Background: an optimization exercise with open tools, aiming at small area. Do not read the settings as production practice. At most, simulation tests tie the RTL to the original design; equivalence was not proved.

==> run Z <==
==> flow/design.v <==
`timescale 1ns / 1ps
module digits(input clk, rst, input [3:0] Ssel, input [1:0] team, output reg [3:0] shown, output reg [1:0] shown_team);
reg [3:0] score1;
always @(posedge clk) begin
    if (rst) begin
        score1 <= 0;
        shown <= 0;
        shown_team <= 0;
    end else begin
        score1 <= Ssel;
        shown <= score1;
        shown_team <= team;
    end
end
endmodule
`timescale 1ns / 1ps
module seven_seg(input clk, input rst, input [3:0] value, input [1:0] team, output reg [0:6] seg, output reg [3:0] digit);
    parameter ZERO  = 7'b000_0001;   
    parameter ONE   = 7'b100_1111;   
    parameter TWO   = 7'b001_0010;   
    parameter THREE = 7'b000_0110;   
    parameter FOUR  = 7'b100_1100;   
    parameter FIVE  = 7'b010_0100;   
    parameter SIX   = 7'b010_0000;   
    parameter SEVEN = 7'b000_1111;   
    parameter EIGHT = 7'b000_0000;   
    parameter NINE  = 7'b000_0100;   
    parameter BLANK = 7'b111_1110;   
    reg [1:0] digit_select;
    reg [3:0] digit_timer;       
    always @(posedge clk) begin
        if (rst) begin
            digit_timer <= 0;
            digit_select <= 0;
        end else if (digit_timer[3] & digit_timer[0]) begin
            digit_timer <= 0;
            digit_select <= digit_select + 1'b1;
        end else
            digit_timer <= digit_timer + 1'b1;
    end
    always @* begin
        case (digit_select)
            2'b00 : digit = 4'b1110;
            2'b01 : digit = 4'b1101;
            2'b10 : digit = 4'b1011;
            default : digit = 4'b0111;
        endcase
    end
    wire [15:0] T0 = 16'h4812, T1 = 16'h8060, T2 = 16'h1004, T3 = 16'h4892,
                T4 = 16'heaba, T5 = 16'h388e, T6 = 16'h0c83;
    wire [0:6] ones_seg = {T0[value], T1[value], T2[value], T3[value], T4[value], T5[value], T6[value]};
    wire [0:6] tens_seg = (value > 4'd9) ? ONE : ZERO;
    wire [0:6] team_seg = (team == 2'd1) ? 7'b000_1000 :
                          (team == 2'd2) ? 7'b000_0000 :
                          (team == 2'd3) ? 7'b011_0001 : BLANK;
    always @* begin
        seg = (digit_select == 2'd0) ? ones_seg :
              (digit_select == 2'd1) ? tens_seg :
              (digit_select == 2'd2) ? BLANK : team_seg;
    end
endmodule
`timescale 1ns / 1ps
module buzzer(input clk,rst,A,B,C,score_on,score_A,score_B,score_C,inc,dec,output [2:0] led,output [0:6] seg,output [3:0] digit);
reg [1:0] w;
reg p;
reg [3:0] SA, SB, SC;
wire [12:0] countA, countB, countC;
wire [11:0] count;
wire idle  = (w == 2'd0) & ~p;
wire score = (w == 2'd0) &  p;
wire pd    = (w != 2'd0);
wire termA = countA[12] & countA[9] & countA[8] & countA[7] & countA[3];    
wire termB = countB[12] & countB[9] & countB[8] & countB[7] & countB[3];
wire termC = countC[12] & countC[9] & countC[8] & countC[7] & countC[3];
wire term_step = count[11] & count[8] & count[7] & count[6] & count[2];     
wire led_done = countB[1] & countB[0] & countA[12] & countA[10] & countA[8] & countA[5] & countA[4];
wire idle_run = idle & ~score_on;
wire winA = A & termA;
wire winB = B & termB;
wire winC = C & termC;
wire win  = winA | winB | winC;
wire flag = A | B | C;
wire cnt_clr = rst | (idle_run & (win | ~flag)) | (pd & led_done);
wire enA = (idle_run & A) | pd;
wire carryA = &countA;
wire enB = (idle_run & B) | (pd & carryA);
wire enC = idle_run & C;
upcount #(13) cA(clk, cnt_clr, enA, countA);
upcount #(13) cB(clk, cnt_clr, enB, countB);
upcount #(13) cC(clk, cnt_clr, enC, countC);
always @(posedge clk) begin
  if (rst) begin
    w <= 0; p <= 0;
  end else if (idle) begin
    if (score_on) p <= 1;
    else if (winC) w <= 3;
    else if (winB) w <= 2;
    else if (winA) w <= 1;
  end else if (score) begin
    if (!score_on) p <= 0;
  end else begin
    if (led_done) begin w <= 0; p <= 0; end
    else p <= 1;
  end
end
assign led = {p & (w == 2'd1), p & (w == 2'd2), p & (w == 2'd3)};
wire [3:0] Ssel = score_A ? SA : score_B ? SB : score_C ? SC : 4'd0;
wire [1:0] team = score_A ? 2'd1 : score_B ? 2'd2 : score_C ? 2'd3 : 2'd0;
wire any_sel = score_A | score_B | score_C;
wire score_run = score & score_on & any_sel;
wire press = inc | dec;
wire step = score_run & press & term_step;
wire [3:0] Snew = inc ? Ssel + 4'd1 : (Ssel != 4'd0) ? Ssel - 4'd1 : Ssel;
upcount #(12) cS(clk, rst | (score_run & (~press | term_step)), score_run, count);
always @(posedge clk) begin
  if (rst) begin
    SA <= 0; SB <= 0; SC <= 0;
  end else if (step) begin
    if (score_A) SA <= Snew;
    else if (score_B) SB <= Snew;
    else SC <= Snew;
  end
end
wire [3:0] shown;
wire [1:0] shown_team;
digits d1(clk, rst, Ssel, team, shown, shown_team);
seven_seg s1(clk, rst, shown, shown_team, seg, digit);
endmodule
module upcount #(parameter W = 13) (input clk, input clr, input en, output reg [W-1:0] q);
wire [W:0] cy;
assign cy[0] = en;
genvar i;
generate for (i = 0; i < W; i = i + 1) begin : g
  assign cy[i+1] = cy[i] & q[i];
end endgenerate
always @(posedge clk)
  if (clr) q <= 0;
  else q <= q ^ cy[W-1:0];
endmodule
==> flow/flow/run.sh <==
#!/bin/bash
# Own layout flow: the standard flow (standard.sh) with
#  - synthesis mapped by an area-oriented ABC script, without the adder
#    pre-mapping (same Yosys script, so the same registers and names);
#  - port buffers of the smallest buffer cell;
#  - a clock tree of small buffers without dummy loads.
# Each tool's output goes to the ORFS logs under orfs/logs, and make's output
# to flow_synth.log / flow_finish.log in this folder.
set -euo pipefail
W=$PWD
rm -rf "$W/scripts_mod"
cp -r "$FLOW_HOME/scripts" "$W/scripts_mod"
cp "$W/flow/abc_area.script" "$W/scripts_mod/abc_area.script"

bash standard.sh SCRIPTS_DIR="$W/scripts_mod" ABC_AREA=1 ADDER_MAP_FILE= synth > "$W/flow_synth.log" 2>&1

export BUFFER_PORTS_ARGS="-buffer_cell sky130_fd_sc_hd__buf_1"
export CTS_ARGS="-sink_clustering_enable -repair_clock_nets -dont_use_dummy_load -buf_list sky130_fd_sc_hd__clkbuf_4 -sink_clustering_size 24 -sink_clustering_max_diameter 60"
bash standard.sh finish > "$W/flow_finish.log" 2>&1
==> flow/flow/abc_area.script <==
&get -n
&st
&dch
&nf -R 1000
&put
==> flow/standard.sh <==
#!/bin/bash
# synth_recipe.tcl (not shown) runs the flow's synth.tcl, then flattens the netlist and writes it again
# the make line also repeats each setting of config.mk as NAME=value (left out here)
make -C /OpenROAD-flow-scripts/flow DESIGN_CONFIG=/design/flow/config.mk WORK_HOME=/design/flow/orfs CLKGATE_MAP_FILE= SYNTH_SCRIPT=/design/flow/synth_recipe.tcl "${@:-finish}"
==> flow/config.mk <==
export PLATFORM = sky130hd
export DESIGN_NAME = buzzer
export DESIGN_NICKNAME = buzzer
export VERILOG_FILES = /design/flow/design.v
export SDC_FILE = /design/flow/constraint.sdc
export NUM_CORES = 4
export LEC_CHECK = 0
export CAP_MARGIN = 20
export CORE_MARGIN = 2
export CORE_UTILIZATION = 40
export SLEW_MARGIN = 20
==> flow/constraint.sdc <==
create_clock -name core_clock -period 10.0 [get_ports {clk}]
set_input_delay 2.0000 -clock core_clock [delete_from_list [all_inputs] [get_ports {clk}]]
set_output_delay 2.0000 -clock core_clock [all_outputs]
set_load 0.01 [all_outputs]
==> inputs of run F, as changes to run Z <==
==> flow/design.v, changed modules only <==
module seven_seg(input clk, input rst, input [3:0] value, input [1:0] team, output reg [0:6] seg, output reg [3:0] digit);
    parameter ZERO  = 7'b000_0001;   
    parameter ONE   = 7'b100_1111;   
    parameter TWO   = 7'b001_0010;   
    parameter THREE = 7'b000_0110;   
    parameter FOUR  = 7'b100_1100;   
    parameter FIVE  = 7'b010_0100;   
    parameter SIX   = 7'b010_0000;   
    parameter SEVEN = 7'b000_1111;   
    parameter EIGHT = 7'b000_0000;   
    parameter NINE  = 7'b000_0100;   
    parameter BLANK = 7'b111_1110;   
    reg [1:0] digit_select;
    reg [3:0] digit_timer;       
    always @(posedge clk) begin
        if (rst) begin
            digit_timer <= 0;
            digit_select <= 0;
        end else if (digit_timer[3] & digit_timer[0]) begin
            digit_timer <= 0;
            digit_select <= digit_select + 1'b1;
        end else
            digit_timer <= digit_timer + 1'b1;
    end
    always @* begin
        case (digit_select)
            2'b00 : digit = 4'b1110;
            2'b01 : digit = 4'b1101;
            2'b10 : digit = 4'b1011;
            default : digit = 4'b0111;
        endcase
    end
    always @* begin
        case (digit_select)
            2'b00 : case (value)              
                        4'd0, 4'd10 : seg = ZERO;
                        4'd1, 4'd11 : seg = ONE;
                        4'd2, 4'd12 : seg = TWO;
                        4'd3, 4'd13 : seg = THREE;
                        4'd4, 4'd14 : seg = FOUR;
                        4'd5, 4'd15 : seg = FIVE;
                        4'd6 : seg = SIX;
                        4'd7 : seg = SEVEN;
                        4'd8 : seg = EIGHT;
                        default : seg = NINE;
                    endcase
            2'b01 : seg = (value > 4'd9) ? ONE : ZERO;    
            2'b10 : seg = BLANK;
            default : case (team)             
                        2'd1 : seg = 7'b000_1000;
                        2'd2 : seg = 7'b000_0000;
                        2'd3 : seg = 7'b011_0001;
                        default : seg = BLANK;
                    endcase
        endcase
    end
endmodule
module buzzer(input clk,rst,A,B,C,score_on,score_A,score_B,score_C,inc,dec,output [2:0] led,output [0:6] seg,output [3:0] digit);
reg [1:0] w;
reg p;
reg [3:0] SA, SB, SC;
reg [12:0] countA, countB, countC;
reg [11:0] count;
wire idle  = (w == 2'd0) & ~p;
wire score = (w == 2'd0) &  p;
wire pd    = (w != 2'd0);
wire termA = countA[12] & countA[9] & countA[8] & countA[7] & countA[3];    
wire termB = countB[12] & countB[9] & countB[8] & countB[7] & countB[3];
wire termC = countC[12] & countC[9] & countC[8] & countC[7] & countC[3];
wire term_step = count[11] & count[8] & count[7] & count[6] & count[2];     
wire led_done = countB[1] & countB[0] & countA[12] & countA[10] & countA[8] & countA[5] & countA[4];
wire idle_run = idle & ~score_on;
wire winA = A & termA;
wire winB = B & termB;
wire winC = C & termC;
wire win  = winA | winB | winC;
wire flag = A | B | C;
wire cnt_clr = rst | (idle_run & (win | ~flag)) | (pd & led_done);
wire enA = (idle_run & A) | pd;
wire carryA = &countA;
wire enB = (idle_run & B) | (pd & carryA);
wire enC = idle_run & C;
always @(posedge clk) begin
  if (cnt_clr) begin
    countA <= 0; countB <= 0; countC <= 0;
  end else begin
    countA <= countA + enA;
    countB <= countB + enB;
    countC <= countC + enC;
  end
end
always @(posedge clk) begin
  if (rst) begin
    w <= 0; p <= 0;
  end else if (idle) begin
    if (score_on) p <= 1;
    else if (winC) w <= 3;
    else if (winB) w <= 2;
    else if (winA) w <= 1;
  end else if (score) begin
    if (!score_on) p <= 0;
  end else begin
    if (led_done) begin w <= 0; p <= 0; end
    else p <= 1;
  end
end
assign led = {p & (w == 2'd1), p & (w == 2'd2), p & (w == 2'd3)};
wire [3:0] Ssel = score_A ? SA : score_B ? SB : score_C ? SC : 4'd0;
wire [1:0] team = score_A ? 2'd1 : score_B ? 2'd2 : score_C ? 2'd3 : 2'd0;
wire any_sel = score_A | score_B | score_C;
wire score_run = score & score_on & any_sel;
wire press = inc | dec;
wire step = score_run & press & term_step;
wire [3:0] Snew = inc ? Ssel + 4'd1 : (Ssel != 4'd0) ? Ssel - 4'd1 : Ssel;
always @(posedge clk) begin
  if (rst | (score_run & (~press | term_step)))
    count <= 0;
  else if (score_run)
    count <= count + 1'b1;
end
always @(posedge clk) begin
  if (rst) begin
    SA <= 0; SB <= 0; SC <= 0;
  end else if (step) begin
    if (score_A) SA <= Snew;
    else if (score_B) SB <= Snew;
    else SC <= Snew;
  end
end
wire [3:0] shown;
wire [1:0] shown_team;
digits d1(clk, rst, Ssel, team, shown, shown_team);
seven_seg s1(clk, rst, shown, shown_team, seg, digit);
endmodule
// module upcount removed
==> flow/run.sh (new file) <==
#!/bin/bash
# synth_recipe.tcl (not shown) runs the flow's synth.tcl, then flattens the netlist and writes it again
# the make line also repeats each setting of config.mk as NAME=value (left out here)
make -C /OpenROAD-flow-scripts/flow DESIGN_CONFIG=/design/flow/config.mk WORK_HOME=/design/flow/orfs CLKGATE_MAP_FILE= SYNTH_SCRIPT=/design/flow/synth_recipe.tcl finish
removed: flow/flow/run.sh
removed: flow/flow/abc_area.script
removed: flow/standard.sh
==> summary of the runs <==
Global-route usage: run F is higher than run Z (0.96 points). In run Z the register-to-register slack is lower than in run F, by 0.68 ns. Between run F and run Z, the lower fmax is in run F (gap 0.96%, measured against run Z). In run F the sequential share of layout area is lower than in run Z, by 9.9 points. Of run Z and run F, run F has the higher cell count (gap about 23%, measured against run F).
No functional check of the RTL was part of run Z.

[port drivers added, routing unchanged]
In the flow no input, the clock included, has a driving cell. The finished layouts below were timed again as built, in two steps.
Step 1 sets driving cells, clkbuf_16 on the clock port and buf_2 on the other inputs (assumed; they add their load-dependent delay and slew).
Step 2 adds t to the input delays and takes it off the output delays; t is the mean of the earliest and latest rising clock arrival at the registers after step 1. Input paths then give back, and output paths get back, about the clock's delay inside the block.
a / b / c = ideal / step 1 / step 2; a / b = the first two.
run	shift t [ns]	setup WS [ns]	worst register clock-pin slew, ns	worst slew at a driven data input, ns
run Z	0.412	5.505 / 5.514 / 5.102	0.13 / 0.13	0.03
run F	0.366	5.462 / 5.470 / 5.104	0.08 / 0.08	0.03
After both steps every run listed still meets setup and hold. For run Z, which loses most, drivers alone change the setup slack by +0.009 ns; drivers and shift together by -0.403 ns.
